Background: an optimization exercise with open tools, aiming at small area. Do not read the settings as production practice. Only simulation tests tie the RTL to the original design; equivalence was not proved. Power figures rest on the tool's default switching activity, not on a simulated workload.

<file path="flow/remap.abc">
strash
dc2
&get -n
&deepsyn -T @TIME@ -S @SEED@
&put
dch -f
amap -F 10 -A 20
topo
stime -c
</file>
<file path="config.mk">
export PLATFORM = sky130hd
export DESIGN_NAME = game_core
export DESIGN_NICKNAME = game_core
export VERILOG_FILES = /design/flow/design.v
export SDC_FILE = /design/flow/constraint.sdc
export NUM_CORES = 8
export LEC_CHECK = 0
export ABC_AREA = 1
export CAP_MARGIN = 10
export CORE_MARGIN = 2
export CORE_UTILIZATION = 45
export CTS_CLUSTER_DIAMETER = 115
export CTS_CLUSTER_SIZE = 22
export PLACE_DENSITY = 0.9
export SLEW_MARGIN = 10
</file>
<file path="flow/dontuse.txt">
sky130_fd_sc_hd__probe_p_8 sky130_fd_sc_hd__probec_p_8 sky130_fd_sc_hd__lpflow_bleeder_1 sky130_fd_sc_hd__lpflow_clkbufkapwr_1 sky130_fd_sc_hd__lpflow_clkbufkapwr_16 sky130_fd_sc_hd__lpflow_clkbufkapwr_2 sky130_fd_sc_hd__lpflow_clkbufkapwr_4 sky130_fd_sc_hd__lpflow_clkbufkapwr_8 sky130_fd_sc_hd__lpflow_clkinvkapwr_1 sky130_fd_sc_hd__lpflow_clkinvkapwr_16 sky130_fd_sc_hd__lpflow_clkinvkapwr_2 sky130_fd_sc_hd__lpflow_clkinvkapwr_4 sky130_fd_sc_hd__lpflow_clkinvkapwr_8 sky130_fd_sc_hd__lpflow_decapkapwr_12 sky130_fd_sc_hd__lpflow_decapkapwr_3 sky130_fd_sc_hd__lpflow_decapkapwr_4 sky130_fd_sc_hd__lpflow_decapkapwr_6 sky130_fd_sc_hd__lpflow_decapkapwr_8 sky130_fd_sc_hd__lpflow_inputiso0n_1 sky130_fd_sc_hd__lpflow_inputiso0p_1 sky130_fd_sc_hd__lpflow_inputiso1n_1 sky130_fd_sc_hd__lpflow_inputiso1p_1 sky130_fd_sc_hd__lpflow_inputisolatch_1 sky130_fd_sc_hd__lpflow_isobufsrc_1 sky130_fd_sc_hd__lpflow_isobufsrc_16 sky130_fd_sc_hd__lpflow_isobufsrc_2 sky130_fd_sc_hd__lpflow_isobufsrc_4 sky130_fd_sc_hd__lpflow_isobufsrc_8 sky130_fd_sc_hd__lpflow_isobufsrckapwr_16 sky130_fd_sc_hd__lpflow_lsbuf_lh_hl_isowell_tap_1 sky130_fd_sc_hd__lpflow_lsbuf_lh_hl_isowell_tap_2 sky130_fd_sc_hd__lpflow_lsbuf_lh_hl_isowell_tap_4 sky130_fd_sc_hd__lpflow_lsbuf_lh_isowell_4 sky130_fd_sc_hd__lpflow_lsbuf_lh_isowell_tap_1 sky130_fd_sc_hd__lpflow_lsbuf_lh_isowell_tap_2 sky130_fd_sc_hd__lpflow_lsbuf_lh_isowell_tap_4
</file>
<file path="design.v">
module frameCounter (
    input  logic Clk, Reset,
    input  logic fre,
    output logic changeFrame,
    output logic tick
);
    logic [3:0] a;
    logic       b;
    logic [2:0] c;
    logic wa, ia, tb, ic, wc;
    assign wa = fre & ((a == 4'd9) | (a == 4'd15));     
    assign ia = fre & ~wa;                              
    assign tb = fre & (a == 4'd9);                      
    assign ic = tb & b;                                 
    assign wc = ic & (c == 3'd5);                       
    always_ff @(posedge Clk) begin
        if (Reset) begin
            a <= 4'd15;
            b <= 1'b0;
            c <= 3'd0;
        end else begin
            a <= wa ? 4'd0 : a + {3'd0, ia};
            b <= b ^ tb;
            c <= wc ? 3'd0 : c + {2'd0, ic};
        end
    end
    assign changeFrame = b;
    assign tick = (a == 4'd8) & b & (c == 3'd5);
endmodule
module health (
    input  logic       Clk, Reset,
    input  logic       fre, tick, hit_en,
    output logic [2:0] health_out,
    output logic       game_over
);
    logic dec;
    assign dec = fre & tick & hit_en & ~game_over;
    always_ff @(posedge Clk) begin
        if (Reset)
            health_out <= 3'd5;
        else
            health_out <= health_out - {2'd0, dec};
    end
    assign game_over = (health_out == 3'd0);
endmodule
module enemy_health4 (
    input  logic       Clk, Reset,
    input  logic       fre, tick,
    input  logic [3:0] enemy_hit_en, is_enemy_shield,
    output logic [3:0] dead,
    output logic       all_dead
);
    logic [3:0][2:0] h;
    logic [3:0] dec;
    assign dec = {4{fre & tick}} & enemy_hit_en & ~is_enemy_shield & ~dead;
    always_ff @(posedge Clk) begin
        for (int i = 0; i < 4; i++) begin
            if (Reset)
                h[i] <= (i == 3) ? 3'd7 : 3'd5;
            else
                h[i] <= h[i] - {2'd0, dec[i]};
        end
    end
    always_comb
        for (int i = 0; i < 4; i++) dead[i] = (h[i] == 3'd0);
    assign all_dead = &dead;
endmodule
module platform (
    input  logic [9:0]  DrawX, DrawY,
    input  logic [13:0] left_bound,
    output logic        is_platform
);
    function automatic logic [13:0] C(input int k);
        case (k)
            0: C = 14'd0;     1: C = 14'd400;   2: C = 14'd500;   3: C = 14'd750;
            4: C = 14'd870;   5: C = 14'd910;   6: C = 14'd1000;  7: C = 14'd1200;
            8: C = 14'd1330;  9: C = 14'd1650;  10: C = 14'd2000; 11: C = 14'd2050;
            12: C = 14'd2200; 13: C = 14'd2600; 14: C = 14'd3100; default: C = 14'd4479;
        endcase
    endfunction
    function automatic logic [9:0] TOPK(input int k);
        case (k)
            0: TOPK = 10'd300;  1: TOPK = 10'd400;  2: TOPK = 10'd300;  3: TOPK = 10'd225;
            4: TOPK = 10'd150;  5: TOPK = 10'd180;  6: TOPK = 10'd280;  7: TOPK = 10'd380;
            8: TOPK = 10'd440;  9: TOPK = 10'd340;  10: TOPK = 10'd380; 11: TOPK = 10'd280;
            12: TOPK = 10'd220; 13: TOPK = 10'd340; default: TOPK = 10'd440;
        endcase
    endfunction
    function automatic logic ge14(input logic [13:0] a, input logic [13:0] b);
        logic c;
        c = 1'b1;
        for (int i = 0; i < 14; i++) c = (a[i] & ~b[i]) | (a[i] & c) | (~b[i] & c);
        ge14 = c;
    endfunction
    logic [13:0] sx;
    always_comb begin
        logic c;
        c = 1'b0;
        for (int i = 0; i < 14; i++) begin
            logic a;
            a = (i < 10) ? DrawX[i] : 1'b0;
            sx[i] = a ^ left_bound[i] ^ c;
            c = (a & left_bound[i]) | (c & (a ^ left_bound[i]));
        end
    end
    logic [15:0] past;
    always_comb begin
        for (int k = 0; k < 16; k++) past[k] = ge14(sx, C(k));
        is_platform = 1'b0;
        for (int k = 0; k < 15; k++)
            if (past[k] && !past[k+1] && ge14(14'(DrawY), 14'(TOPK(k)))) is_platform = 1'b1;
    end
endmodule
module ball4 (
    input  logic        Clk, Reset,
    input  logic        fre,             
    input  logic        game_over,
    input  logic [7:0]  keycode,
    input  logic [10:0] dxp, dxm,        
    input  logic        dxlo,            
    input  logic [10:0] dyp, dym,        
    input  logic        dylo,            
    input  logic [3:0]  near,            
    input  logic [3:0]  enemy_shield,
    output logic        is_ball,
    output logic        is_shield, is_punch,
    output logic [3:0]  is_attack,
    output logic [13:0] player_location, Ball_X, Ball_Y, left_bound,
    output logic        ball_direction,
    output logic        can_move
);
    function automatic logic le14(input logic [13:0] a, input logic [13:0] b);
        logic c;
        c = 1'b1;
        for (int i = 0; i < 14; i++) c = (~a[i] & b[i]) | (~a[i] & c) | (b[i] & c);
        le14 = c;
    endfunction
    function automatic logic [13:0] add14(input logic [13:0] a, input logic [13:0] b, input logic ci);
        logic c;
        c = ci;
        for (int i = 0; i < 14; i++) begin
            add14[i] = a[i] ^ b[i] ^ c;
            c = (a[i] & b[i]) | (c & (a[i] ^ b[i]));
        end
    endfunction
    function automatic logic [13:0] C(input int k);
        case (k)
            0: C = 14'd0;     1: C = 14'd400;   2: C = 14'd500;   3: C = 14'd750;
            4: C = 14'd870;   5: C = 14'd910;   6: C = 14'd1000;  7: C = 14'd1200;
            8: C = 14'd1330;  9: C = 14'd1650;  10: C = 14'd2000; 11: C = 14'd2050;
            12: C = 14'd2200; 13: C = 14'd2600; 14: C = 14'd3100; default: C = 14'd4479;
        endcase
    endfunction
    function automatic logic [8:0] TOPK(input int k);
        case (k)
            0: TOPK = 9'd300;  1: TOPK = 9'd400;  2: TOPK = 9'd300;  3: TOPK = 9'd225;
            4: TOPK = 9'd150;  5: TOPK = 9'd180;  6: TOPK = 9'd280;  7: TOPK = 9'd380;
            8: TOPK = 9'd440;  9: TOPK = 9'd340;  10: TOPK = 9'd380; 11: TOPK = 9'd280;
            12: TOPK = 9'd220; 13: TOPK = 9'd340; default: TOPK = 9'd440;
        endcase
    endfunction
    function automatic logic [8:0] BOTK(input int k);
        case (k)
            0: BOTK = 9'd350;  1: BOTK = 9'd450;  2: BOTK = 9'd350;  3: BOTK = 9'd275;
            4: BOTK = 9'd200;  5: BOTK = 9'd230;  6: BOTK = 9'd330;  7: BOTK = 9'd430;
            8: BOTK = 9'd479;  9: BOTK = 9'd390;  10: BOTK = 9'd430; 11: BOTK = 9'd330;
            12: BOTK = 9'd370; 13: BOTK = 9'd390; default: BOTK = 9'd479;
        endcase
    endfunction
    logic [13:0] X, P, LB;
    logic [8:0]  Y;
    logic        f;                      
    logic [3:0]  top_i, tl_i, tr_i;      
    logic        dir, shield, attack;
    logic [3:0]  hit;
    logic [13:0] X_n, P_n, LB_n;
    logic [8:0]  Y_n;
    logic        f_n;
    logic [3:0]  top_n, tl_n, tr_n;
    logic        dir_n, shield_n, attack_n;
    logic [3:0]  hit_n;
    always_ff @(posedge Clk) begin
        if (Reset) begin
            X <= 14'd320; P <= 14'd320; LB <= 14'd0; Y <= 9'd270; f <= 1'b0;
            top_i <= 4'd0; tl_i <= 4'd0; tr_i <= 4'd0;
            dir <= 1'b1; shield <= 1'b0; attack <= 1'b0; hit <= 4'b0;
        end else begin
            X <= X_n; P <= P_n; LB <= LB_n; Y <= Y_n; f <= f_n;
            top_i <= top_n; tl_i <= tl_n; tr_i <= tr_n;
            dir <= dir_n; shield <= shield_n; attack <= attack_n; hit <= hit_n;
        end
    end
    logic fe, kl, kr, kj, ks, ka;
    assign fe = fre & ~game_over;
    assign kl = (keycode == 8'd4);
    assign kr = (keycode == 8'd7);
    assign kj = (keycode == 8'd26);
    assign ks = (keycode == 8'd22);
    assign ka = (keycode == 8'd44);
    logic [14:0] below, landing;     
    logic [14:0] yb;                 
    always_comb
        for (int k = 0; k < 15; k++) begin
            below[k]   = ~le14(14'(TOPK(k) - 9'd31), 14'(Y));
            landing[k] = ~le14(14'(Y), 14'(TOPK(k) - 9'd37));
            yb[k]      = ~le14(14'(Y), 14'(TOPK(k) - 9'd30)) & ~le14(14'(BOTK(k) + 9'd30), 14'(Y));
        end
    logic [8:0] yadd;                    
    logic ymv;                           
    assign ymv = fe && (kj || (~landing[top_i] && below[top_i] && below[tl_i] && below[tr_i]));
    assign yadd = Y + (!ymv ? 9'd0 : (kj && ~below[top_i]) ? 9'd312 : 9'd6);
    logic [8:0] land_y;                 
    always_comb begin
        land_y = 9'd0;
        for (int k = 0; k < 16; k++) if (top_i == 4'(k)) land_y = TOPK(k) - 9'd31;
    end
    logic [3:0]  sP;
    always_comb begin
        sP = 4'd0;
        for (int k = 1; k < 16; k++)
            if (le14(C(k), P)) sP = 4'(k);
    end
    logic [13:0] cs, gap, plw, prw;        
    logic [10:0] d, e;                   
    always_comb begin
        cs = 14'd0; gap = 14'd0; plw = 14'd0; prw = 14'd0;
        for (int k = 0; k < 16; k++)
            if (sP == 4'(k)) begin
                cs = C(k); gap = C(k + 1) - C(k);
                plw = C(k) + 14'd21; prw = C(k + 1) - 14'd21;
            end
    end
    assign d = 11'(add14(P, ~cs, 1'b1));
    assign e = 11'(add14(gap, ~{3'd0, d}, 1'b1));
    logic collL, collR;
    logic [2:0] dl, er;
    always_comb begin
        collL = (sP >= 4'd1) && (sP <= 4'd14) && le14(14'd20, 14'(d)) && le14(14'(d), 14'd26) && yb[sP - 4'd1];
        collR = (sP <= 4'd13) && le14(14'd21, 14'(e)) && le14(14'(e), 14'd26) && yb[sP + 4'd1];
        dl = d[2:0] - 3'd4;              
        er = e[2:0] - 3'd5;              
    end
    logic lb0, lbnear, rbend, c3, d2, d3;
    assign lb0    = (LB == 14'd0);
    assign lbnear = le14(LB, 14'd6) || le14(14'd8198, LB);
    assign rbend  = f ? (LB == 14'd3839) : (LB == 14'd3840);
    assign c3     = rbend && ~le14(P, 14'd4160);
    assign d2     = f ? (le14(14'd3833, LB) && le14(LB, 14'd15737)) : (le14(14'd3834, LB) && le14(LB, 14'd15738));
    assign d3     = lb0 && ~le14(14'd320, P);
    logic p4166, p315;
    assign p4166 = ~le14(14'd4166, P);   
    assign p315  = le14(14'd315, P);     
    always_comb begin
        can_move = 1'b0;
        if (fe) begin
            if (kl) begin
                if (lb0) can_move = 1'b1;
                else if (lbnear) can_move = 1'b0;
                else if (c3) can_move = ~(~collL && p4166);
            end
            if (kr) begin
                if (rbend) can_move = 1'b1;
                else if (d2) can_move = 1'b0;
                else if (d3) can_move = ~(~collR && p315);
            end
        end
    end
    logic [3:0] w;
    logic       lb_add, lb_set0, lb_setR;
    always_comb begin
        w = 4'd0; lb_add = 1'b0; lb_set0 = 1'b0; lb_setR = 1'b0;
        if (kl) begin
            if (lb0) ;
            else if (lbnear) lb_set0 = ~collL;
            else if (c3) begin
                lb_add = ~collL && p4166;
                w = {1'b0, P[2:0]} - 4'd6;
            end else begin
                lb_add = 1'b1;
                w = collL ? 4'd1 - {1'b0, dl} : -4'sd6;
            end
        end
        if (kr) begin
            if (rbend) ;
            else if (d2) lb_setR = ~collR;
            else if (d3) begin
                lb_add = ~collR && p315;
                w = P[3:0] - 4'd10;
            end else begin
                lb_add = 1'b1;
                w = collR ? {1'b0, er} : 4'd6;
            end
        end
    end
    logic xle21, xre;
    assign xle21 = le14(X, 14'd21);
    assign xre   = le14(14'd618, X) && le14(X, 14'd16363);
    logic [5:0]  xa;                     
    logic [13:0] xs, ps, pm;             
    logic mv;
    assign mv = fe & (kl | kr);
    always_comb begin
        if (!mv)     xa = 6'd0;
        else if (kl) xa = collL ? -6'sd21 - {3'd0, dl} : -6'sd6;
        else         xa = collR ? 6'd20 + {3'd0, er} : 6'd6;
    end
    assign xs = add14(X, {{8{xa[5]}}, xa}, 1'b0);
    assign ps = add14(P, !mv ? 14'd0 : kl ? -14'sd6 : 14'd6, 1'b0);
    assign pm = {ps[13:8] - 6'd15, ps[7:0]};
    logic [13:0] lbs;                    
    assign lbs = add14(LB, (fe && lb_add) ? {{10{w[3]}}, w} : 14'd0, 1'b0);
    always_comb begin
        X_n = xs; P_n = ps; LB_n = lbs; Y_n = yadd; f_n = f;
        top_n = top_i; tl_n = tl_i; tr_n = tr_i;
        dir_n = dir; shield_n = shield; attack_n = attack; hit_n = hit;
        if (fe) begin
            shield_n = ks;
            attack_n = ka;
            hit_n = near & ~enemy_shield & {4{attack}};
            if (kj) begin
                if (~below[top_i] && Y <= 9'd200)
                    Y_n = 9'd30;
                else
                    Y_n = yadd;
            end else if (landing[top_i])
                Y_n = land_y;
            else if (below[top_i] && below[tl_i] && below[tr_i])
                Y_n = yadd;
            if (kl | kr) begin
                dir_n = kr;
                if (can_move) begin
                    if (kl ? (~collL && xle21) : (~collR && xre))
                        X_n = kl ? 14'd20 : 14'd619;
                    else
                        X_n = xs;
                end else if (kl ? (lbnear && !lb0 && !collL) : (d2 && !rbend && !collR))
                    X_n = kl ? ps : pm;
                else
                    X_n = 14'd320;
                if (kl ? collL : collR)
                    P_n = kl ? plw : prw;
                else if (can_move && (kl ? xle21 : xre))
                    P_n = kl ? 14'd20 : 14'd4453;
                else
                    P_n = ps;
                if (lb_set0) begin LB_n = 14'd0; f_n = 1'b0; end
                if (lb_setR) begin LB_n = 14'd3839; f_n = 1'b1; end
                if (sP != 4'd15) top_n = sP;
                if (le14(14'd15, P) && ~le14(14'd4494, P))
                    tl_n = (sP == 4'd15) ? 4'd14 : (sP != 4'd0 && d < 11'd15) ? sP - 4'd1 : sP;
                if (~le14(14'd4464, P))
                    tr_n = (e <= 11'd15) ? sP + 4'd1 : sP;
                else if (le14(14'd16369, P))
                    tr_n = 4'd0;
            end
        end
    end
    assign is_ball = le14(X, 14'(dxp)) && (dxlo || le14(14'(dxm), X)) &&
                     le14(14'(Y), 14'(dyp)) && (dylo || le14(14'(dym), 14'(Y)));
    assign player_location = P;
    assign Ball_X          = X;
    assign Ball_Y          = {5'd0, Y};
    assign left_bound      = LB;
    assign ball_direction  = dir;
    assign is_shield       = shield;
    assign is_punch        = attack;
    assign is_attack       = {4{attack & ~game_over}} & (fe ? (near & ~enemy_shield) : hit);
endmodule
module enemy4 (
    input  logic        Clk, Reset,
    input  logic        fre,
    input  logic [10:0] dxp, dxm,        
    input  logic        dxlo,            
    input  logic [10:0] dyp, dym,        
    input  logic        dylo,            
    input  logic [7:0]  keycode,
    input  logic [13:0] Ball_X,
    input  logic        can_move,
    input  logic [13:0] player_location,
    input  logic        hit_en,
    input  logic [3:0]  dead,
    output logic [3:0]  is_enemy, is_enemy_shield, is_enemy_attack, direction, near,
    output logic [55:0] enemy_location, Enemy_X, Enemy_Y
);
    function automatic logic [14:0] add15(input logic [14:0] a, input logic [14:0] b, input logic ci);
        logic c;
        c = ci;
        for (int i = 0; i < 15; i++) begin
            add15[i] = a[i] ^ b[i] ^ c;
            c = (a[i] & b[i]) | (c & (a[i] ^ b[i]));
        end
    endfunction
    logic [13:0] P;
    assign P = player_location;
    logic seen;
    always_ff @(posedge Clk) begin
        if (Reset) seen <= 1'b0;
        else if (fre) seen <= 1'b1;
    end
    logic kany, k4, k7;
    assign kany = (keycode == 8'd0) || (keycode == 8'd22) || (keycode == 8'd44) || (keycode == 8'd26);
    assign k4 = (keycode == 8'd4);
    assign k7 = (keycode == 8'd7);
    logic plo20, phi20;
    assign plo20 = (player_location < 14'd20);
    assign phi20 = (player_location >= 14'd16364);
    for (genvar i = 0; i < 4; i++) begin : g
        enemy_unit #(.IDX(i)) u (
            .Clk(Clk), .Reset(Reset), .fre(fre),
            .dxp(dxp), .dxm(dxm), .dxlo(dxlo), .dyp(dyp), .dym(dym), .dylo(dylo),
            .P(P), .BX(Ball_X), .seen(seen),
            .cmL(can_move | k7 | kany), .cmR(can_move | k4 | kany),
            .plo20(plo20), .phi20(phi20), .hit_en(hit_en), .dead(dead[i]),
            .is_enemy(is_enemy[i]), .shield(is_enemy_shield[i]), .attack_hit(is_enemy_attack[i]),
            .dir(direction[i]), .near(near[i]),
            .L(enemy_location[14*i +: 14]), .X(Enemy_X[14*i +: 14]), .Y(Enemy_Y[14*i +: 14])
        );
    end
endmodule
module enemy_unit #(parameter int IDX = 0) (
    input  logic        Clk, Reset, fre,
    input  logic [10:0] dxp, dxm,
    input  logic        dxlo,
    input  logic [10:0] dyp, dym,
    input  logic        dylo,
    input  logic [13:0] P, BX,
    input  logic        seen,
    input  logic        cmL, cmR,
    input  logic        plo20, phi20,
    input  logic        hit_en, dead,
    output logic        is_enemy, shield, attack_hit, dir, near,
    output logic [13:0] L, X, Y
);
    localparam int B0 = (IDX == 0) ? 20  : (IDX == 1) ? 1023 : (IDX == 2) ? 2220 : 3121;
    localparam int B1 = (IDX == 0) ? 375 : (IDX == 1) ? 1627 : (IDX == 2) ? 2800 : 4453;
    localparam int LS = (IDX == 0) ? 120 : (IDX == 1) ? 1500 : (IDX == 2) ? 2400 : 3800;
    localparam int LW = (IDX == 0) ? 9 : (IDX == 1) ? 11 : (IDX == 2) ? 12 : 13;
    function automatic logic le15(input logic [14:0] a, input logic [14:0] b);
        logic c;
        c = 1'b1;
        for (int i = 0; i < 15; i++) c = (~a[i] & b[i]) | (~a[i] & c) | (b[i] & c);
        le15 = c;
    endfunction
    function automatic logic [14:0] add15(input logic [14:0] a, input logic [14:0] b, input logic ci);
        logic c;
        c = ci;
        for (int i = 0; i < 15; i++) begin
            add15[i] = a[i] ^ b[i] ^ c;
            c = (a[i] & b[i]) | (c & (a[i] ^ b[i]));
        end
    endfunction
    function automatic logic [13:0] add14(input logic [13:0] a, input logic [13:0] b, input logic ci);
        logic c;
        c = ci;
        for (int i = 0; i < 14; i++) begin
            add14[i] = a[i] ^ b[i] ^ c;
            c = (a[i] & b[i]) | (c & (a[i] ^ b[i]));
        end
    endfunction
    function automatic logic [4:0] ytest(input logic [8:0] y, input int tv);
        ytest[4] = ~le15(15'(tv - 1), 15'(y));
        ytest[3] = ~le15(15'(tv - 2), 15'(y));
        ytest[2] = ~le15(15'(y), 15'(tv - 31));
        ytest[1] = ~le15(15'(y), 15'(tv - 37));
        ytest[0] = le15(15'(tv - 31), 15'(y));
    endfunction
    localparam int LR = (IDX == 2) ? 11 : LW;      
    logic [LW-1:0] l, l_n;
    logic [LR-1:0] lr;
    if (IDX == 2) begin : gl2
        assign l = {1'b1, lr};           
    end else begin : gl
        assign l = lr;
    end
    logic [13:0]   x, x_n;
    logic [8:0]    y, yr, y_n;
    logic          m, m_n;               
    logic [1:0]    t, t_n;               
    logic          nm, nm_n;             
    logic          sh, at, ht, dr, sh_n, at_n, ht_n, dr_n;
    logic [1:0]    lm3, lm3_n;           
    always_ff @(posedge Clk) begin
        if (Reset) begin
            x <= 14'(LS); m <= 1'b0; t <= 2'd0;
            nm <= 1'b0; sh <= 1'b0; at <= 1'b0; ht <= 1'b0; dr <= (IDX == 0);
        end else if (fre) begin
            x <= x_n; m <= m_n; t <= t_n;
            nm <= nm_n; sh <= sh_n; at <= at_n; ht <= ht_n; dr <= dr_n;
        end
    end
    always_ff @(posedge Clk) begin
        if (Reset) begin
            lr <= LR'(LS); yr <= 9'd449; lm3 <= 2'(LS % 3);
        end else begin
            lr <= l_n[LR-1:0]; yr <= y_n; lm3 <= lm3_n;
        end
    end
    assign y = (IDX == 0) ? (seen ? 9'd269 : 9'd449) : yr;
    logic [4:0] yt;
    always_comb begin
        yt = ytest(y, 300);
        if (IDX == 1) begin
            yt = (t == 2'd1) ? ytest(y, 280) : (t == 2'd2) ? ytest(y, 380) : (t == 2'd3) ? ytest(y, 440) : ytest(y, 300);
        end
        if (IDX == 2) begin
            yt = (t == 2'd1) ? ytest(y, 220) : (t == 2'd2) ? ytest(y, 340) : ytest(y, 300);
        end
        if (IDX == 3) begin
            yt = seen ? ytest(y, 440) : ytest(y, 300);
        end
    end
    logic [8:0] land_y;                  
    always_comb begin
        land_y = 9'd269;
        if (IDX == 1) land_y = (t == 2'd1) ? 9'd249 : (t == 2'd2) ? 9'd349 : (t == 2'd3) ? 9'd409 : 9'd269;
        if (IDX == 2) land_y = (t == 2'd1) ? 9'd189 : (t == 2'd2) ? 9'd309 : 9'd269;
        if (IDX == 3) land_y = seen ? 9'd409 : 9'd269;
    end
    always_comb begin
        t_n = t;
        if (IDX == 1) t_n = (l < 11'd1200) ? 2'd1 : (l < 11'd1330) ? 2'd2 : 2'd3;
        if (IDX == 2) begin
            if (l >= 12'd2201 && l <= 12'd2598) t_n = 2'd1;
            if (l >= 12'd2601 && l <= 12'd3098) t_n = 2'd2;
        end
    end
    logic ml, mr, az, in320, in340;
    logic [14:0] D;                      
    assign D = add15(15'(l), ~{1'b0, P}, 1'b1);
    if (IDX == 0) begin : g0
        logic ln20, ln30, plo30, phi30;
        assign ln20  = (l < 9'd20);
        assign ln30  = (l < 9'd30);
        assign plo30 = (P < 14'd30);
        assign phi30 = (P >= 14'd16354);
        function automatic logic ge(input logic signed [14:0] d, input int c, input int n);
            if (n >= 1) ge = 1'b0;
            else if (n <= -2) ge = 1'b1;
            else if (n == 0) ge = (d >= $signed(15'(c)));
            else ge = (d >= $signed(15'(c - 16384)));
        endfunction
        int wp20p, wp20m, wp30p, wp30m, wl20, wl30;
        always_comb begin
            wp20p = phi20 ? 1 : 0;  wp20m = plo20 ? -1 : 0;
            wp30p = phi30 ? 1 : 0;  wp30m = plo30 ? -1 : 0;
            wl20  = ln20 ? -1 : 0;  wl30  = ln30 ? -1 : 0;
        end
        logic le_p20_l20, ge_p20_lm20, le_m20_l20, ge_m20_lm20;
        logic le_p30_l30, ge_p30_lm30, le_m30_l30, ge_m30_lm30;
        always_comb begin
            le_p20_l20  = ge(D, 0, -wp20p);                   
            ge_p20_lm20 = ~ge(D, 41, wl20 - wp20p);           
            le_m20_l20  = ge(D, -40, -wp20m);                 
            ge_m20_lm20 = ~ge(D, 1, wl20 - wp20m);            
            le_p30_l30  = ge(D, 0, -wp30p);
            ge_p30_lm30 = ~ge(D, 61, wl30 - wp30p);
            le_m30_l30  = ge(D, -60, -wp30m);
            ge_m30_lm30 = ~ge(D, 1, wl30 - wp30m);
            ml = ~ge_p20_lm20;                                
            mr = ~le_m20_l20;                                 
            az = ge_p20_lm20 | le_m20_l20;
            near = ((le_p20_l20 & ge_p20_lm20) | (le_m20_l20 & ge_m20_lm20)) &
                   ((le_p30_l30 & ge_p30_lm30) | (le_m30_l30 & ge_m30_lm30));
            in320 = (D[13:0] <= 14'd320);
            in340 = (D[13:0] >= 14'd16044) && (D[13:0] <= 14'd16364);
        end
    end else begin : g1
        logic c_gt, c_lt;
        assign c_gt  = ~D[14] & ~le15(D, 15'd40);             
        assign c_lt  = D[14] & ~le15(15'h7FD8, D);            
        assign ml    = phi20 | c_gt;
        assign mr    = plo20 | c_lt;
        assign az    = ~(plo20 | phi20);
        assign near  = ~c_gt & ~c_lt;
        assign in320 = ~phi20 & ~D[14] & le15(D, 15'd320);           
        assign in340 = ~plo20 & D[14] & le15(15'h7EAC, D);           
    end
    logic jw, cw;
    always_comb begin
        jw = 1'b0; cw = 1'b0;
        if (IDX == 1) begin
            jw = (l >= 1020 && l <= 1026) || (l >= 1220 && l <= 1226) || (l >= 1350 && l <= 1356);
            cw = (l >= 1020 && l <= 1024 && y > 150 && y < 260) ||
                 (l >= 1220 && l <= 1224 && y > 250 && y < 360) ||
                 (l >= 1350 && l <= 1354 && y > 350 && y < 460);
        end
        if (IDX == 2) begin
            jw = (l >= 2220 && l <= 2226) || (l >= 2620 && l <= 2626);
            cw = (l >= 2220 && l <= 2224 && y > 250 && y < 360) ||
                 (l >= 2620 && l <= 2624 && y > 190 && y < 400);
        end
        if (IDX == 3) begin
            jw = (l >= 3120 && l <= 3126);
            cw = (l >= 3120 && l <= 3124 && y > 310 && y < 420);
        end
    end
    logic s1, s2;                        
    assign s1 = nm & (lm3 == 2'd2);
    assign s2 = nm & (lm3 == 2'd0);
    logic [1:0]  la;                     
    logic        selk2;                  
    logic        xc;                     
    logic [13:0] xcv;
    logic [8:0]  ya;                     
    logic        yc;                     
    logic [8:0]  ycv;
    always_comb begin
        la = 2'd0; selk2 = 1'b0; xc = 1'b0; xcv = 14'd0;
        dr_n = dr;
        nm_n = 1'b1;
        m_n = (IDX == 0) ? yt[4] : yt[3];
        ya = m ? 9'd6 : 9'd0; yc = 1'b0; ycv = land_y;
        if (m ? yt[1] : yt[2]) begin     
            m_n = 1'b0;
            yc = 1'b1;
        end
        if (m ? (y <= 9'd37) : (y <= 9'd31)) m_n = 1'b1;
        if (ml) begin
            dr_n = 1'b0;
            nm_n = 1'b0;
            if (l >= LW'(B0)) begin
                if (IDX == 0 && cmL && P <= 14'd319 && l <= LW'(21)) begin
                    xc = 1'b1; xcv = 14'd20; la = 2'd3;
                end else begin
                    la = 2'd1;
                    if (!(cmL && !cw)) begin
                        if (in320) selk2 = 1'b1;
                        else begin xc = 1'b1; xcv = 14'd662; end
                    end
                end
                if (jw) begin
                    if (yt[0]) begin
                        if (y <= 9'd200) begin yc = 1'b1; ycv = 9'd30; end
                        else begin yc = 1'b0; ya = -9'sd200; end
                    end else begin
                        yc = 1'b0; ya = 9'd6;
                    end
                end
            end
        end
        if (mr) begin
            dr_n = 1'b1;
            nm_n = 1'b0;
            xc = 1'b0; selk2 = 1'b0;
            if (l <= LW'(B1)) begin
                la = 2'd2;
                if (!cmR) begin
                    if (in340) selk2 = 1'b1;
                    else begin xc = 1'b1; xcv = 14'd15745; end
                end
            end else
                la = 2'd0;
        end
        if (IDX == 0) m_n = seen & ~m;
    end
    logic [1:0]  la_f;                   
    logic [8:0]  ya_f;
    logic        yc_f;
    assign la_f = fre ? la : 2'd0;
    assign ya_f = fre ? ya : 9'd0;
    assign yc_f = fre & yc;
    logic [13:0] xsum;
    assign xsum = add14(selk2 ? 14'd320 : BX, D[13:0], 1'b0);
    always_comb begin
        case (la_f)
            2'd1:    begin l_n = l - LW'(4); lm3_n = (lm3 == 2'd0) ? 2'd2 : lm3 - 2'd1; end
            2'd2:    begin l_n = l + LW'(4); lm3_n = (lm3 == 2'd2) ? 2'd0 : lm3 + 2'd1; end
            2'd3:    begin l_n = LW'(20);    lm3_n = 2'd2; end
            default: begin l_n = l;          lm3_n = lm3; end
        endcase
        x_n = x;
        if (ml | mr) x_n = xc ? xcv : xsum;
        y_n = yc_f ? ycv : y + ya_f;
    end
    assign sh_n = az & s1;
    assign at_n = az & s2;
    assign ht_n = near & hit_en & at & ~dead & (l >= LW'(B0)) & (l <= LW'(B1));
    assign is_enemy = le15({1'b0, x}, 15'(dxp)) && (dxlo || le15(15'(dxm), {1'b0, x})) &&
                      le15(15'(y), 15'(dyp)) && (dylo || le15(15'(dym), 15'(y))) && ~dead;
    assign shield     = sh;
    assign attack_hit = at & ht;
    assign dir        = dr;
    assign L          = 14'(l);
    assign X          = x;
    assign Y          = {5'd0, y};
endmodule
module game_core (
    input  logic        Clk,
    input  logic        Reset,           
    input  logic        frame_clk,       
    input  logic [7:0]  keycode,
    input  logic [9:0]  DrawX,
    input  logic [9:0]  DrawY,
    output logic        is_ball,
    output logic [3:0]  is_enemy,
    output logic        is_platform,
    output logic        is_shield,
    output logic        is_punch,
    output logic [3:0]  is_attack,
    output logic [13:0] player_location,
    output logic [13:0] Ball_X,
    output logic [13:0] Ball_Y,
    output logic        ball_direction,
    output logic [55:0] enemy_loc,
    output logic [55:0] Enemy_X,
    output logic [55:0] Enemy_Y,
    output logic [3:0]  enemy_direction,
    output logic [3:0]  is_enemy_shield,
    output logic [3:0]  is_enemy_attack,
    output logic [2:0]  health_out,
    output logic        game_over,
    output logic [3:0]  dead,
    output logic        all_dead,
    output logic        changeFrame,
    output logic [13:0] left_bound
);
    logic frame_clk_delayed, fre;
    always_ff @(posedge Clk) begin
        frame_clk_delayed <= frame_clk;
        fre <= frame_clk & ~frame_clk_delayed;
    end
    logic       tick, can_move;
    logic [3:0] near;
    logic [10:0] dxp, dxm, dyp, dym;
    logic        dxlo, dylo;
    assign dxp  = {1'b0, DrawX} + 11'd20;
    assign dxm  = {1'b0, DrawX} - 11'd20;
    assign dxlo = (DrawX < 10'd20);
    assign dyp  = {1'b0, DrawY} + 11'd30;
    assign dym  = {1'b0, DrawY} - 11'd30;
    assign dylo = (DrawY < 10'd30);
    frameCounter frame_count (
        .Clk(Clk), .Reset(Reset), .fre(fre), .changeFrame(changeFrame), .tick(tick)
    );
    ball4 ball_instance (
        .Clk(Clk), .Reset(Reset), .fre(fre), .game_over(game_over), .keycode(keycode),
        .dxp(dxp), .dxm(dxm), .dxlo(dxlo), .dyp(dyp), .dym(dym), .dylo(dylo), .near(near), .enemy_shield(is_enemy_shield),
        .is_ball(is_ball), .is_shield(is_shield), .is_punch(is_punch), .is_attack(is_attack),
        .player_location(player_location), .Ball_X(Ball_X), .Ball_Y(Ball_Y),
        .left_bound(left_bound), .ball_direction(ball_direction), .can_move(can_move)
    );
    enemy4 enemy (
        .Clk(Clk), .Reset(Reset), .fre(fre), .dxp(dxp), .dxm(dxm), .dxlo(dxlo), .dyp(dyp), .dym(dym), .dylo(dylo),
        .keycode(keycode), .Ball_X(Ball_X), .can_move(can_move), .player_location(player_location),
        .hit_en(~is_shield), .dead(dead), .is_enemy(is_enemy), .is_enemy_shield(is_enemy_shield),
        .is_enemy_attack(is_enemy_attack), .direction(enemy_direction), .near(near),
        .enemy_location(enemy_loc), .Enemy_X(Enemy_X), .Enemy_Y(Enemy_Y)
    );
    platform plat (
        .DrawX(DrawX), .DrawY(DrawY), .left_bound(left_bound), .is_platform(is_platform)
    );
    health player_health (
        .Clk(Clk), .Reset(Reset), .fre(fre), .tick(tick), .hit_en(|is_enemy_attack),
        .health_out(health_out), .game_over(game_over)
    );
    enemy_health4 enemy_health (
        .Clk(Clk), .Reset(Reset), .fre(fre), .tick(tick), .enemy_hit_en(is_attack),
        .is_enemy_shield(is_enemy_shield), .dead(dead), .all_dead(all_dead)
    );
endmodule
</file>
<file path="standard.sh">
#!/bin/bash
# synth_recipe.tcl (not shown) runs the flow's synth.tcl, then flattens the netlist and writes it again
# the make line also repeats each setting of config.mk as NAME=value (left out here)
make -C /OpenROAD-flow-scripts/flow DESIGN_CONFIG=/design/flow/config.mk WORK_HOME=/design/flow/orfs CLKGATE_MAP_FILE= SYNTH_SCRIPT=/design/flow/synth_recipe.tcl "${@:-finish}"
</file>
<file path="flow/run.sh">
#!/bin/bash
# Own layout flow: the standard synthesis; then the combinational logic of
# the synthesized netlist is re-mapped for area with ABC (flip-flops are kept
# as they are: same instances, names and cells; several ABC random seeds are
# tried in parallel and the smallest netlist is kept); then the standard
# layout from floorplan to the final layout, with the smallest buffer on each
# port.  Each tool's output goes to a log file of its own in this folder.
set -euo pipefail
here=$(pwd)
flowdir=$here/flow
results=$here/orfs/results/${FLOW_PLATFORM}/game_core/base
lib=$FLOW_HOME/platforms/${FLOW_PLATFORM}/lib/sky130_fd_sc_hd__tt_025C_1v80.lib
yosys_bin=$FLOW_HOME/../tools/install/yosys/bin/yosys
[ -x "$yosys_bin" ] || yosys_bin=yosys

# 1. standard synthesis
bash standard.sh synth > $here/log_1_synth.txt 2>&1

# 2. area re-mapping of the combinational logic, in two passes; each pass
#    tries several ABC seeds in parallel and keeps the smallest netlist
du=""
for c in $(cat $flowdir/dontuse.txt); do du="$du -dont_use $c"; done
printf 'set_driving_cell sky130_fd_sc_hd__buf_1\nset_load 5\n' > $here/remap_abc.constr
remap_pass() {  # remap_pass NAME INPUT.v DSTIME SEEDS... ; leaves the best as NAME_best.v
  local name=$1 input=$2 dstime=$3; shift 3
  local s
  for s in "$@"; do
    sed "s/@SEED@/$s/; s/@TIME@/$dstime/" $flowdir/remap.abc > $here/${name}_$s.abc
    cat > $here/${name}_$s.ys <<EOY
read_liberty -ignore_miss_func $lib
blackbox $(tr '\n' ' ' < $flowdir/seqcells.txt)
read_verilog $input
hierarchy -top $FLOW_TOP
rename -hide c:_*
flatten
opt_clean -purge
abc -liberty $lib $du -script $here/${name}_$s.abc -constr $here/remap_abc.constr
opt_clean -purge
hilomap -singleton -hicell sky130_fd_sc_hd__conb_1 HI -locell sky130_fd_sc_hd__conb_1 LO
splitnets
opt_clean -purge
insbuf -buf sky130_fd_sc_hd__buf_4 A X
opt_clean -purge
tee -o $here/${name}_stat_$s.txt stat -liberty $lib
write_verilog -noattr -noexpr -nohex -nodec $here/${name}_out_$s.v
EOY
    $yosys_bin -s $here/${name}_$s.ys > $here/log_2_${name}_$s.txt 2>&1 &
  done
  wait
  local best="" bestarea="" a
  for s in "$@"; do
    a=$(sed -n "s/.*Chip area for module.*: \([0-9.]*\).*/\1/p" $here/${name}_stat_$s.txt 2>/dev/null | head -1)
    [ -n "$a" ] || continue
    if [ -z "$best" ] || awk "BEGIN{exit !($a < $bestarea)}"; then best=$s; bestarea=$a; fi
  done
  echo "$name: seed $best area $bestarea" >> $here/log_2_remap_choice.txt
  [ -n "$best" ]
  cp $here/${name}_out_$best.v $here/${name}_best.v
  echo "$bestarea" > $here/${name}_best_area.txt
}
cp $results/1_2_yosys.v $here/remap_in.v
remap_pass remap1 $here/remap_in.v 300 1 2 3 4 5 6 7 8 9 10 11 12
remap_pass remap2 $here/remap1_best.v 150 11 12 13 14 15 16 17 18
# keep the second pass only if it improved on the first
if awk "BEGIN{exit !($(cat $here/remap2_best_area.txt) < $(cat $here/remap1_best_area.txt))}"; then
  cp $here/remap2_best.v $results/1_2_yosys.v
else
  cp $here/remap1_best.v $results/1_2_yosys.v
fi
touch $results/1_2_yosys.v

# 3. standard layout from the re-mapped netlist
bash standard.sh BUFFER_PORTS_ARGS="-buffer_cell sky130_fd_sc_hd__buf_1" finish > $here/log_3_layout.txt 2>&1
</file>
<file path="flow/seqcells.txt">
sky130_fd_sc_hd__dfbbn_1
sky130_fd_sc_hd__dfbbn_2
sky130_fd_sc_hd__dfbbp_1
sky130_fd_sc_hd__dfrbp_1
sky130_fd_sc_hd__dfrbp_2
sky130_fd_sc_hd__dfrtn_1
sky130_fd_sc_hd__dfrtp_1
sky130_fd_sc_hd__dfrtp_2
sky130_fd_sc_hd__dfrtp_4
sky130_fd_sc_hd__dfsbp_1
sky130_fd_sc_hd__dfsbp_2
sky130_fd_sc_hd__dfstp_1
sky130_fd_sc_hd__dfstp_2
sky130_fd_sc_hd__dfstp_4
sky130_fd_sc_hd__dfxbp_1
sky130_fd_sc_hd__dfxbp_2
sky130_fd_sc_hd__dfxtp_1
sky130_fd_sc_hd__dfxtp_2
sky130_fd_sc_hd__dfxtp_4
sky130_fd_sc_hd__dlclkp_1
sky130_fd_sc_hd__dlclkp_2
sky130_fd_sc_hd__dlclkp_4
sky130_fd_sc_hd__dlrbn_1
sky130_fd_sc_hd__dlrbn_2
sky130_fd_sc_hd__dlrbp_1
sky130_fd_sc_hd__dlrbp_2
sky130_fd_sc_hd__dlrtn_1
sky130_fd_sc_hd__dlrtn_2
sky130_fd_sc_hd__dlrtn_4
sky130_fd_sc_hd__dlrtp_1
sky130_fd_sc_hd__dlrtp_2
sky130_fd_sc_hd__dlrtp_4
sky130_fd_sc_hd__dlxbn_1
sky130_fd_sc_hd__dlxbn_2
sky130_fd_sc_hd__dlxbp_1
sky130_fd_sc_hd__dlxtn_1
sky130_fd_sc_hd__dlxtn_2
sky130_fd_sc_hd__dlxtn_4
sky130_fd_sc_hd__dlxtp_1
sky130_fd_sc_hd__edfxbp_1
sky130_fd_sc_hd__edfxtp_1
sky130_fd_sc_hd__lpflow_inputisolatch_1
sky130_fd_sc_hd__sdfbbn_1
sky130_fd_sc_hd__sdfbbn_2
sky130_fd_sc_hd__sdfbbp_1
sky130_fd_sc_hd__sdfrbp_1
sky130_fd_sc_hd__sdfrbp_2
sky130_fd_sc_hd__sdfrtn_1
sky130_fd_sc_hd__sdfrtp_1
sky130_fd_sc_hd__sdfrtp_2
sky130_fd_sc_hd__sdfrtp_4
sky130_fd_sc_hd__sdfsbp_1
sky130_fd_sc_hd__sdfsbp_2
sky130_fd_sc_hd__sdfstp_1
sky130_fd_sc_hd__sdfstp_2
sky130_fd_sc_hd__sdfstp_4
sky130_fd_sc_hd__sdfxbp_1
sky130_fd_sc_hd__sdfxbp_2
sky130_fd_sc_hd__sdfxtp_1
sky130_fd_sc_hd__sdfxtp_2
sky130_fd_sc_hd__sdfxtp_4
sky130_fd_sc_hd__sdlclkp_1
sky130_fd_sc_hd__sdlclkp_2
sky130_fd_sc_hd__sdlclkp_4
sky130_fd_sc_hd__sedfxbp_1
sky130_fd_sc_hd__sedfxbp_2
sky130_fd_sc_hd__sedfxtp_1
sky130_fd_sc_hd__sedfxtp_2
sky130_fd_sc_hd__sedfxtp_4
</file>
<file path="constraint.sdc">
create_clock -name core_clock -period 25.0 [get_ports {Clk}]
set_input_delay 5.0000 -clock core_clock [delete_from_list [all_inputs] [get_ports {Clk}]]
set_output_delay 5.0000 -clock core_clock [all_outputs]
set_load 0.01 [all_outputs]
</file>
==> flow_summary_export.csv, run 1 <==
group,metric,value,unit
timing,period_needed,14.80,ns
global_routing,antenna_found_initial,3,
critical_path,end_kind,"output pin",
global_routing,grt_usage,36.6,%
critical_path,critPathBufInv,4,
timing,tightest_slew,1.25,ns
timing,fin_crit_sh,59.2,%
yosys,synth_warnings,11,
clock_tree,clk_pin_slew,0.09,ns
status,status,"timing/DRC/antenna clean",
route,drt_iter0_markers,4079,
floorplan,num_rows,79,
floorplan,core_area,46600,µm²
cells_and_area,syn_to_final_growth,9.37,%
yosys,synth_area_per_cell,6.27,µm²
cells_and_area,num-nets-final,3672,
floorplan,die_area,48900,µm²
critical_path,critical_path_class,"input pin to output pin",
clock_tree,cts_setup_buffers,0,
yosys,synthCells,3382,
placement,place_area,22700,µm²
critical_path,r2r_cells,55,
timing,skew,0.0627,ns
power_and_ir_drop,power.leakage,7.73,nW
timing,slew_violations,0,
cells_and_area,fin_area,23200,µm²
floorplan,ioPinCount,290,
clock_tree,cts-root-buf,"clkbuf_16",
route,avgViaCountPerCell,6.56,
min_path,holdPathStages,1,
clock_tree,cts_tree,"done",
floorplan,die_y,221,µm
floorplan,start_util,45.6,%
clock_tree,clkLatencyLatePin,0.57,ns
power_and_ir_drop,cellPowerDensity,42.1,nW/µm²
placement,gp_congestion,1.06,
clock_tree,cts_buffer_depth,3,
route,vias,27900,
route,finalWirelength,95300,µm
timing,timing.slew.headroom,15.7,%
placement,port-buffer-count,239,
critical_path,critPathLaunchType,"input pin",
critical_path,critPathSlowestCell,"a2111oi_0",
timing,finalHoldViolCount,0,
yosys,syn_area,21200,µm²
clock_tree,ctsHoldBuffers,0,
route,final_antenna_net_count,0,
clock_tree,cts_sinks,251,
clock_tree,cts_buffers,16,
critical_path,slowest_delay,0.60,ns
clock_tree,ctsResizeCount,0,
route,route.detailed.drc,0,
placement,dpl.hpwl,73700,µm
global_routing,grt_start_max_net_pins,61,
critical_path,cp.depth,26,
route,wire_per_inst,22.4,µm
critical_path,crit_fanout,10,
global_routing,grt_pass1_vias,24700,
timing,setup_violations,0,
run,max-cap-violations,0,
route,dr.pass1.iters,7,
clock_tree,htreeDepth,1,
floorplan,fp.dieW,221,µm
cells_and_area,final_util,49.8,%
critical_path,crit_required,20.00,ns
min_path,hp-class,"flop to flop",
timing,fin_setup_tns,0,ns
timing,rsz0062_at_grt,"no",
global_routing,grt_pass1_wl,143000,µm
critical_path,cpMostUsedCell,"a21oi_1",
global_routing,grt_overflow,0,
power_and_ir_drop,peakVddDrop,0.0460,mV
critical_path,cpLargestDelayFamily,"compound AO/OA/AOI/OAI gates",
timing,max_freq,67.6,MHz
critical_path,cp_data_arrival_time,9.80,ns
cells_and_area,layout-drive-gt1-share,1.76,%
[flip-flops by register name, summed over array words and instances, names as in the netlist, 4 cells and up]
name	count
ball_instance.top_i	4
enemy.g.u.nm	4
enemy.g.u.dr	4
enemy.g.u.sh	4
enemy.g.u.at	4
enemy.g.u.lm3	8
enemy.g.u.t	4
ball_instance.hit	4
enemy.g.u.yr	27
ball_instance.tl_i	4
ball_instance.P	14
enemy.g.u.ht	4
enemy_health.h	12
frame_count.a	4
ball_instance.tr_i	4
ball_instance.X	14
enemy.g.u.x	56
ball_instance.Y	9
ball_instance.LB	14
enemy.g.u.lr	36
[placed cells by master, fill, tap and decap left out, drive strengths merged, types with 41 or more instances in the layout]
| cell | count |
|---|---|
| a21oi | 310 |
| o221ai | 55 |
| o21a | 41 |
| o22ai | 179 |
| clkinv | 458 |
| a31oi | 60 |
| o211ai | 41 |
| conb | 50 |
| buf | 278 |
| dfxtp | 251 |
| nor3 | 116 |
| nand2 | 277 |
| nand3 | 59 |
| o21ai | 366 |
| nor2 | 637 |
[layer usage]
metal	track usage (%)	wire length (µm)	vias up	share of wire (%)
li1	-	-	12900	-
met1	46.2	35700	12500	37
met2	56.7	40300	2094	42
met3	7.73	12000	448	13
met4	23.1	7200	4	7.6
met5	0	29	-	0.030
[metrics by stage]
step | worst slack (ns) | std cells | total power [mW] | hold WS, ns
floorplan | 11.50 | 3430 | 0.600 | 0.367
global placement | 10.47 | 4230 | 0.675 | 0.369
detailed placement | 10.48 | 4230 | 0.675 | 0.374
CTS | 10.45 | 4251 | 0.963 | 0.387
global route | 9.80 | 4251 | 1.01 | 0.406
finish | 10.20 | 4252 | 0.977 | 0.387
[final timing paths]
check	slack (ns)	end	startpoint
setup reg to reg	10.96	ball_instance.X[13]	ball_instance.P[12]
setup / recovery	10.20	is_platform	DrawX[1]
hold / removal	0.39	fre	frame_clk_delayed
hold reg to reg	0.39	fre	frame_clk_delayed
[worst reg2reg max path, delay by kind of cell (launching register included)]
family | cells | cell delay [ns]
flops | 1 | 0.53
simple gates | 26 | 6.33
compound gates | 20 | 4.65
buf+inv | 9 | 2.41
[power by group]
| part | internal [mW] | switching (mW) | leakage (nW) |
|---|---|---|---|
| Combinational | 0.0694 | 0.165 | 5.45 |
| Sequential | 0.415 | 0.0283 | 2.04 |
| Clock | 0.131 | 0.168 | 0.236 |
| Total | 0.616 | 0.362 | 7.73 |
[final cells by class]
type	instances	area (µm²)
fillers	4817	23400
multi-input cells	2635	14000
flip-flops and latches	251	5020
inverters	458	1720
repair buffers	279	1200
well taps	607	759
clock buffers	16	400
clock inverters	5	82.6
diodes	1	2.50
==> run 2: changes to the inputs <==
--- a/config.mk
+++ b/config.mk
@@ -8,7 +8,7 @@
 export ABC_AREA = 1
 export CAP_MARGIN = 10
 export CORE_MARGIN = 2
-export CORE_UTILIZATION = 45
+export CORE_UTILIZATION = 70
 export CTS_CLUSTER_DIAMETER = 115
 export CTS_CLUSTER_SIZE = 22
 export PLACE_DENSITY = 0.9
==> flow_summary_export.csv, run 2 <==
group,metric,value,unit
floorplan,fp.dieW,178,µm
placement,dpl.hpwl,67500,µm
clock_tree,htreeDepth,1,
power_and_ir_drop,internal-power,0.595,mW
timing,tightest_slew,1.40,ns
placement,place_area,22400,µm²
power_and_ir_drop,peakVddDrop,0.0527,mV
clock_tree,cts_tree,"done",
placement,gp_congestion,1.22,
route,dr.pass1.iters,31,
yosys,syn_area,21200,µm²
cells_and_area,reg_top3,"enemy.g.u.x: 56 flops, enemy.g.u.lr: 36 flops, enemy.g.u.yr: 27 flops",
route,final_antenna_net_count,0,
cells_and_area,final_cell_mix,"nor2_1, clkinv_1, o21ai_0",
critical_path,end_kind,"output pin",
status,status,"timing/DRC/antenna clean",
cells_and_area,final_util,76.7,%
global_routing,grt_pass1_vias,26600,
critical_path,cpLargestDelayFamily,"compound AO/OA/AOI/OAI gates",
global_routing,grt_overflow,0,
clock_tree,clkLatencyLatePin,0.55,ns
cells_and_area,largest_reg_flops,56,
clock_tree,ctsResizeCount,0,
critical_path,critPathBufInv,5,
cells_and_area,top_register,"enemy.g.u.x",
placement,dpl_worst_slack,10.42,ns
placement,port-buffer-count,239,
timing,fin_crit_sh,59.8,%
timing,timing.slew.headroom,6.47,%
critical_path,rrSetupSlack,11.04,ns
critical_path,critPathLaunchType,"input pin",
global_routing,antenna_found_initial,6,
timing,slew_violations,0,
timing,setup_violations,0,
clock_tree,cts_setup_buffers,0,
cells_and_area,syn_to_final_growth,7.45,%
critical_path,cp_data_arrival_time,9.95,ns
floorplan,core_area,29700,µm²
cells_and_area,num-nets-final,3662,
run,max-cap-violations,0,
floorplan,num_rows,63,
power_and_ir_drop,switchingPower,0.350,mW
clock_tree,clk_pin_slew,0.09,ns
timing,max_freq,66.9,MHz
route,finalWirelength,91300,µm
global_routing,grt_start_max_net_pins,71,
clock_tree,cts_buffers,15,
cells_and_area,fillers,2432,
route,wire_per_inst,22.7,µm
timing,skew,0.0232,ns
yosys,synth_warnings,11,
critical_path,crit_required,20.00,ns
cells_and_area,layout-drive-gt1-share,1.43,%
timing,finalHoldViolCount,0,
min_path,hp-class,"flop to flop",
clock_tree,cts_buffer_depth,3,
timing,rsz0062_at_grt,"no",
timing,hold_ws,0.398,ns
floorplan,die_area,31700,µm²
power_and_ir_drop,power_frac_clock,28.0,%
floorplan,ioPinCount,290,
clock_tree,cts_sinks,251,
cells_and_area,final_common_cell,"nor2_1",
clock_tree,ctsHoldBuffers,0,
critical_path,critPathSlowestCell,"a21oi_1",
power_and_ir_drop,p_sw_share,37.1,%
timing,period_needed,14.95,ns
route,vias,29800,
route,route.detailed.drc,0,
route,drt_iter0_markers,7213,
critical_path,slowest_delay,0.34,ns
cells_and_area,fin_area,22800,µm²
critical_path,critical_path_class,"input pin to output pin",
yosys,synthCells,3382,
global_routing,grt_usage,55.2,%
global_routing,grt_pass1_wl,138000,µm
power_and_ir_drop,power.leakage,7.64,nW
floorplan,die_y,178,µm
floorplan,start_util,71.4,%
power_and_ir_drop,pwr-share-seq,47.1,%
clock_tree,cts-root-buf,"clkbuf_16",
timing,fin_ws,10.05,ns
route,avgViaCountPerCell,7.40,
yosys,synth_area_per_cell,6.27,µm²
timing,fin_setup_tns,0,ns
power_and_ir_drop,cellPowerDensity,41.5,nW/µm²
critical_path,crit_fanout,10,
power_and_ir_drop,combPwrFrac,24.9,%
run 2: power groups by stage:
| stage | Combinational (mW) | Clock, mW | Sequential [mW] |
|---|---|---|---|
| 2_1_floorplan | 0.154 | 0 | 0.446 |
| 3_3_place_gp | 0.210 | 0 | 0.450 |
| 3_5_place_dp | 0.217 | 0 | 0.450 |
| 4_1_cts | 0.218 | 0.257 | 0.441 |
| 5_1_grt | 0.250 | 0.272 | 0.445 |
| 6_report | 0.235 | 0.265 | 0.445 |
run 2: cell type report:
type                            instances  area [µm²]  share of cell area, %
Antenna cell                            6        15.0                 0.0659
Timing Repair Buffer                  270        1130                   4.96
Sequential cell                       251        5020                   22.1
Clock buffer                           16         379                   1.66
Clock inverter                          3        26.3                  0.115
Inverter                              458        1720                   7.54
Multi-Input combinational cell       2635       14000                   61.5
Tap cell                              390         488                   2.14
run 2: layer usage:
layer | vias up | GRT usage, % | share of wire, %
met5 | - | 0 | 0.056
met4 | 6 | 45.7 | 11
li1 | 12800 | - | -
met1 | 12700 | 63.5 | 31
met2 | 3127 | 79.2 | 39
met3 | 1118 | 23.6 | 19
run 2: final timing paths:
path                       startpoint             endpoint  depth (start not counted)
hold reg to reg     frame_clk_delayed                  fre                          1
hold / removal      frame_clk_delayed                  fre                          1
setup reg to reg  ball_instance.P[13]  ball_instance.X[13]                         55
setup / recovery             DrawX[1]          is_platform                         29
run 2: per-stage QoR:
stage	std cells	power [mW]
after global placement	4004	0.660
after global routing	4023	0.967
final	4029	0.945
after CTS	4023	0.916
after detailed placement	4004	0.667
after floorplan	3430	0.600
==> run 3: changes to the inputs <==
--- a/config.mk
+++ b/config.mk
@@ -8,8 +8,8 @@
 export ABC_AREA = 1
 export CAP_MARGIN = 10
 export CORE_MARGIN = 2
-export CORE_UTILIZATION = 70
+export CORE_UTILIZATION = 45
 export CTS_CLUSTER_DIAMETER = 115
 export CTS_CLUSTER_SIZE = 22
-export PLACE_DENSITY = 0.9
+export PLACE_DENSITY = 0.8
 export SLEW_MARGIN = 10
==> flow_summary_export.csv, run 3 <==
group,metric,value,unit
status,status,"timing/DRC/antenna clean",
cells_and_area,final_common_cell,"nor2_1",
clock_tree,ctsResizeCount,0,
clock_tree,cts_buffers,15,
critical_path,crit_fanout,10,
timing,fin_setup_tns,0,ns
placement,dpl_worst_slack,10.28,ns
placement,dpl.hpwl,73700,µm
route,avgViaCountPerCell,6.52,
run,max-cap-violations,0,
global_routing,grt_overflow,0,
yosys,syn_area,21200,µm²
power_and_ir_drop,power.leakage,7.72,nW
floorplan,num_rows,79,
route,route.detailed.drc,0,
route,finalWirelength,94600,µm
floorplan,start_util,45.6,%
placement,port-buffer-count,239,
cells_and_area,num-nets-final,3674,
cells_and_area,top_register,"enemy.g.u.x",
critical_path,critPathBufInv,4,
timing,period_needed,14.99,ns
timing,tightest_slew,1.24,ns
yosys,synth_area_per_cell,6.27,µm²
cells_and_area,syn_to_final_growth,9.30,%
route,vias,27700,
critical_path,critPathSlowestCell,"a2111oi_0",
clock_tree,clk_pin_slew,0.09,ns
critical_path,critical_path_class,"input pin to output pin",
yosys,synth_warnings,11,
route,drt_iter0_markers,3527,
floorplan,fp.dieW,221,µm
clock_tree,cts_buffer_depth,3,
global_routing,grt_pass1_wl,141000,µm
clock_tree,cts-root-buf,"clkbuf_16",
timing,fin_ws,10.01,ns
route,wire_per_inst,22.2,µm
floorplan,die_area,48900,µm²
power_and_ir_drop,cellPowerDensity,41.3,nW/µm²
timing,slew_violations,0,
critical_path,rrSetupSlack,11.41,ns
critical_path,startpoint,"DrawX[1]",
min_path,holdPathStages,1,
min_path,whs_endpoint,"fre",
min_path,min-delay-start,"frame_clk_delayed",
global_routing,grt_pass1_vias,24300,
placement,place_area,22700,µm²
route,dr.pass1.iters,7,
floorplan,ioPinCount,290,
clock_tree,clkLatencyLatePin,0.55,ns
route,final_antenna_net_count,0,
critical_path,end_kind,"output pin",
critical_path,cp_data_arrival_time,9.99,ns
timing,fin_crit_sh,60.0,%
cells_and_area,largest_reg_flops,56,
timing,finalHoldViolCount,0,
critical_path,cpLargestDelayFamily,"compound AO/OA/AOI/OAI gates",
global_routing,grt_usage,36.3,%
timing,timing.slew.headroom,14.9,%
placement,gp_congestion,1.03,
critical_path,cpMostUsedCell,"a21oi_1",
yosys,synthCells,3382,
timing,setup_violations,0,
global_routing,antenna_found_initial,4,
cells_and_area,layout-drive-gt1-share,1.78,%
critical_path,critPathLaunchType,"input pin",
critical_path,crit_required,20.00,ns
global_routing,grt_start_max_net_pins,50,
critical_path,worst_r2r_endpoint,"ball_instance.X[13]",
cells_and_area,final_cell_mix,"nor2_1, clkinv_1, o21ai_0",
critical_path,r2r_start,"ball_instance.P[12]",
timing,skew,0.0367,ns
floorplan,die_y,221,µm
clock_tree,ctsHoldBuffers,0,
min_path,hp-class,"flop to flop",
timing,max_freq,66.7,MHz
critical_path,r2r_cells,56,
cells_and_area,reg_top3,"enemy.g.u.x: 56 flops, enemy.g.u.lr: 36 flops, enemy.g.u.yr: 27 flops",
clock_tree,cts_tree,"done",
clock_tree,cts_setup_buffers,0,
cells_and_area,fin_area,23200,µm²
clock_tree,cts_sinks,251,
clock_tree,htreeDepth,1,
timing,rsz0062_at_grt,"no",
floorplan,core_area,46600,µm²
power_and_ir_drop,peakVddDrop,0.0577,mV
critical_path,slowest_delay,0.80,ns
run 3: worst max-delay path by stage:
| stage | to | slack [ns] | depth (start not counted) |
|---|---|---|---|
| finish | is_platform | 10.01 | 26 |
| global route | is_platform | 9.52 | 26 |
| CTS | is_platform | 10.23 | 26 |
| detailed placement | is_platform | 10.28 | 26 |
| global placement | is_platform | 10.24 | 26 |
| floorplan | is_platform | 11.50 | 24 |
run 3: area by class of cell:
cell class                 count  area, µm²
inverter                     458       1720
tap                          607        759
clock buffer                  18        397
fill                        4883      23400
timing repair buffer         282       1220
antenna                        2       5.00
multi-input combinational   2635      14000
clock inverter                 3       46.3
sequential                   251       5020
run 3: power by group:
part / total [mW] / switching, mW / internal (mW) / leakage [nW]
registers: 0.444 / 0.0284 / 0.415 / 2.04
clock network: 0.281 / 0.156 / 0.125 / 0.213
logic: 0.234 / 0.164 / 0.0698 / 5.46
run 3: through the flow:
step	hold slack, ns	cells	total power, mW	utilization (%)
global placement	0.369	4233	0.675	48.8
floorplan	0.367	3430	0.600	-
finish	0.384	4256	0.958	49.8
detailed placement	0.372	4233	0.675	48.8
global route	0.408	4254	0.991	49.8
CTS	0.384	4254	0.947	49.8
run 3: per-layer routing:
metal  track usage [%]  routed length, µm
met1              45.9              35900
met2              56.9              40600
met3              7.38              11300
met4              22.2               6770
met5                 0                 10
==> run 4: changes to the inputs <==
--- a/config.mk
+++ b/config.mk
@@ -8,8 +8,8 @@
 export ABC_AREA = 1
 export CAP_MARGIN = 10
 export CORE_MARGIN = 2
-export CORE_UTILIZATION = 45
+export CORE_UTILIZATION = 60
 export CTS_CLUSTER_DIAMETER = 115
 export CTS_CLUSTER_SIZE = 22
-export PLACE_DENSITY = 0.8
+export PLACE_DENSITY = 0.85
 export SLEW_MARGIN = 10
==> flow_summary_export.csv, run 4 <==
group,metric,value,unit
timing,fin_crit_sh,59.3,%
timing,timing.slew.headroom,8.56,%
min_path,holdPathStages,1,
cells_and_area,ff_latch_area,5020,µm²
cells_and_area,stdcell_count,4095,
cells_and_area,layout-drive-gt1-share,1.59,%
clock_tree,cts_buffers,15,
critical_path,end_kind,"output pin",
timing,rsz0062_at_grt,"no",
floorplan,start_util,61.1,%
route,avgViaCountPerCell,6.81,
critical_path,r2r_start,"ball_instance.P[13]",
yosys,synth_warnings,11,
cells_and_area,largest_reg_flops,56,
clock_tree,clk_pin_slew,0.10,ns
critical_path,critPathSlowestCell,"a2111oi_0",
clock_tree,cts-root-buf,"clkbuf_16",
floorplan,die_area,36900,µm²
global_routing,grt_start_max_net_pins,62,
cells_and_area,multi_input_area,14000,µm²
cells_and_area,final_common_cell,"nor2_1",
route,routed-wl-met2,38800,µm
run,max-cap-violations,0,
timing,finalHoldViolCount,0,
yosys,synth_area_per_cell,6.27,µm²
min_path,whs_endpoint,"fre",
timing,slew_violations,0,
route,wire_per_inst,22.6,µm
clock_tree,ctsResizeCount,0,
critical_path,cpMostUsedCell,"a21oi_1",
global_routing,grt_pass1_vias,24800,
placement,place_area,22500,µm²
timing,skew,0.0295,ns
status,status,"timing/DRC/antenna clean",
floorplan,fp.dieW,192,µm
placement,dpl_worst_slack,10.41,ns
floorplan,num_rows,68,
critical_path,slowest_delay,0.67,ns
critical_path,cpLargestDelayFamily,"compound AO/OA/AOI/OAI gates",
floorplan,die_y,192,µm
route,wl_met3,13000,µm
critical_path,worst_r2r_endpoint,"ball_instance.X[13]",
placement,port-buffer-count,239,
route,route.detailed.drc,0,
global_routing,antenna_found_initial,3,
route,dr.pass1.iters,8,
timing,max_freq,67.5,MHz
timing,period_needed,14.82,ns
cells_and_area,top_register,"enemy.g.u.x",
route,drt-met1-wl,33100,µm
clock_tree,cts_tree,"done",
power_and_ir_drop,peakVddDrop,0.0594,mV
route,drt_iter0_markers,3997,
clock_tree,cts_buffer_depth,3,
power_and_ir_drop,cellPowerDensity,41.2,nW/µm²
floorplan,ioPinCount,290,
cells_and_area,fillers,3486,
yosys,syn_area,21200,µm²
floorplan,core_area,34700,µm²
route,finalWirelength,92700,µm
global_routing,grt_pass1_wl,139000,µm
cells_and_area,final_cell_mix,"nor2_1, clkinv_1, o21ai_0",
min_path,min-delay-start,"frame_clk_delayed",
yosys,synthCells,3382,
placement,dpl.hpwl,71500,µm
timing,fin_ws,10.18,ns
clock_tree,clkLatencyLatePin,0.54,ns
min_path,hp-class,"flop to flop",
global_routing,grt_overflow,0,
critical_path,cp_data_arrival_time,9.82,ns
timing,tightest_slew,1.36,ns
critical_path,critical_path_class,"input pin to output pin",
critical_path,r2r_cells,55,
clock_tree,ctsHoldBuffers,0,
critical_path,rrSetupSlack,11.16,ns
critical_path,critPathBufInv,4,
clock_tree,cts_sinks,251,
clock_tree,htreeDepth,1,
cells_and_area,fin_area,22900,µm²
placement,dpl.cell_count,4075,
cells_and_area,num-nets-final,3668,
power_and_ir_drop,power.leakage,7.68,nW
placement,gp_congestion,1.08,
clock_tree,cts_setup_buffers,0,
critical_path,crit_fanout,10,
cells_and_area,syn_to_final_growth,7.96,%
route,routed.top_layer,"met5",
route,final_antenna_net_count,0,
power_and_ir_drop,power,0.944,mW
global_routing,grt_usage,48.4,%
critical_path,crit_required,20.00,ns
route,vias,27900,
critical_path,critPathLaunchType,"input pin",
cells_and_area,reg_top3,"enemy.g.u.x: 56 flops, enemy.g.u.lr: 36 flops, enemy.g.u.yr: 27 flops",
timing,setup_violations,0,
timing,fin_setup_tns,0,ns
[run 4: worst max path at each step]
stage,startpoint,end,slack [ns],cells past startpoint
after floorplan,DrawX[1],is_platform,11.50,24
final,DrawX[1],is_platform,10.18,26
after CTS,DrawX[1],is_platform,10.37,26
after detailed placement,DrawX[1],is_platform,10.41,26
after global routing,DrawX[1],is_platform,9.67,26
after global placement,DrawX[1],is_platform,10.50,26
[run 4: final cells by class]
| type | instances | share of cell area (%) |
|---|---|---|
| sequential | 251 | 21.9 |
| antenna | 1 | 0.0109 |
| inverter | 458 | 7.51 |
| clock buffer | 15 | 1.64 |
| tap | 455 | 2.49 |
| timing repair buffer | 276 | 5.15 |
| clock inverter | 4 | 0.120 |
| multi-input combinational | 2635 | 61.1 |
[run 4: per-stage QoR]
step	util [%]	hold slack, ns
2_1_floorplan	-	0.367
3_3_place_gp	64.8	0.380
3_5_place_dp	64.8	0.390
4_1_cts	65.9	0.403
5_1_grt	65.9	0.411
6_report	66.0	0.400
[run 4: where the power goes]
group / internal (mW) / switching, mW
registers: 0.415 / 0.0285
logic: 0.0691 / 0.164
clock network: 0.111 / 0.155
[run 4: metal layers]
| metal | GRT usage (%) | vias up |
|---|---|---|
| met5 | 0 | - |
| met4 | 34.6 | 8 |
| met3 | 13.8 | 536 |
| met2 | 73.6 | 2115 |
| met1 | 58.6 | 12400 |
| li1 | - | 12900 |

[re-timing with driven ports]
How much do the figures lean on ideal ports? The routed layouts below were timed once more, with nothing changed but the port constraints. Step 1: set_driving_cell puts a clkbuf_16 on Clk and a buf_2 on each other input, an assumption about the parent block. Step 2 moves the port delays by t, midway between the first and last clock arrival at a register: inputs arrive t later, outputs are due t later. That takes back most of the time a late clock gives input paths. Three values: no drivers, after step 1, after step 2; two values: the first two.
| run | t, ns | slack for setup (ns) | pins driven straight from the clock port |
|---|---|---|---|
| run 1 | 0.603 | 10.204 / 10.180 / 10.180 | 1 |
| run 2 | 0.597 | 10.046 / 10.018 / 10.018 | 1 |
| run 3 | 0.595 | 10.006 / 9.982 / 9.982 | 1 |
| run 4 | 0.587 | 10.185 / 10.162 / 10.162 | 1 |
After both steps every run listed still meets setup and hold. The setup slack of run 2, which loses most, moves by -0.028 ns with the drivers and by -0.028 ns with both steps.
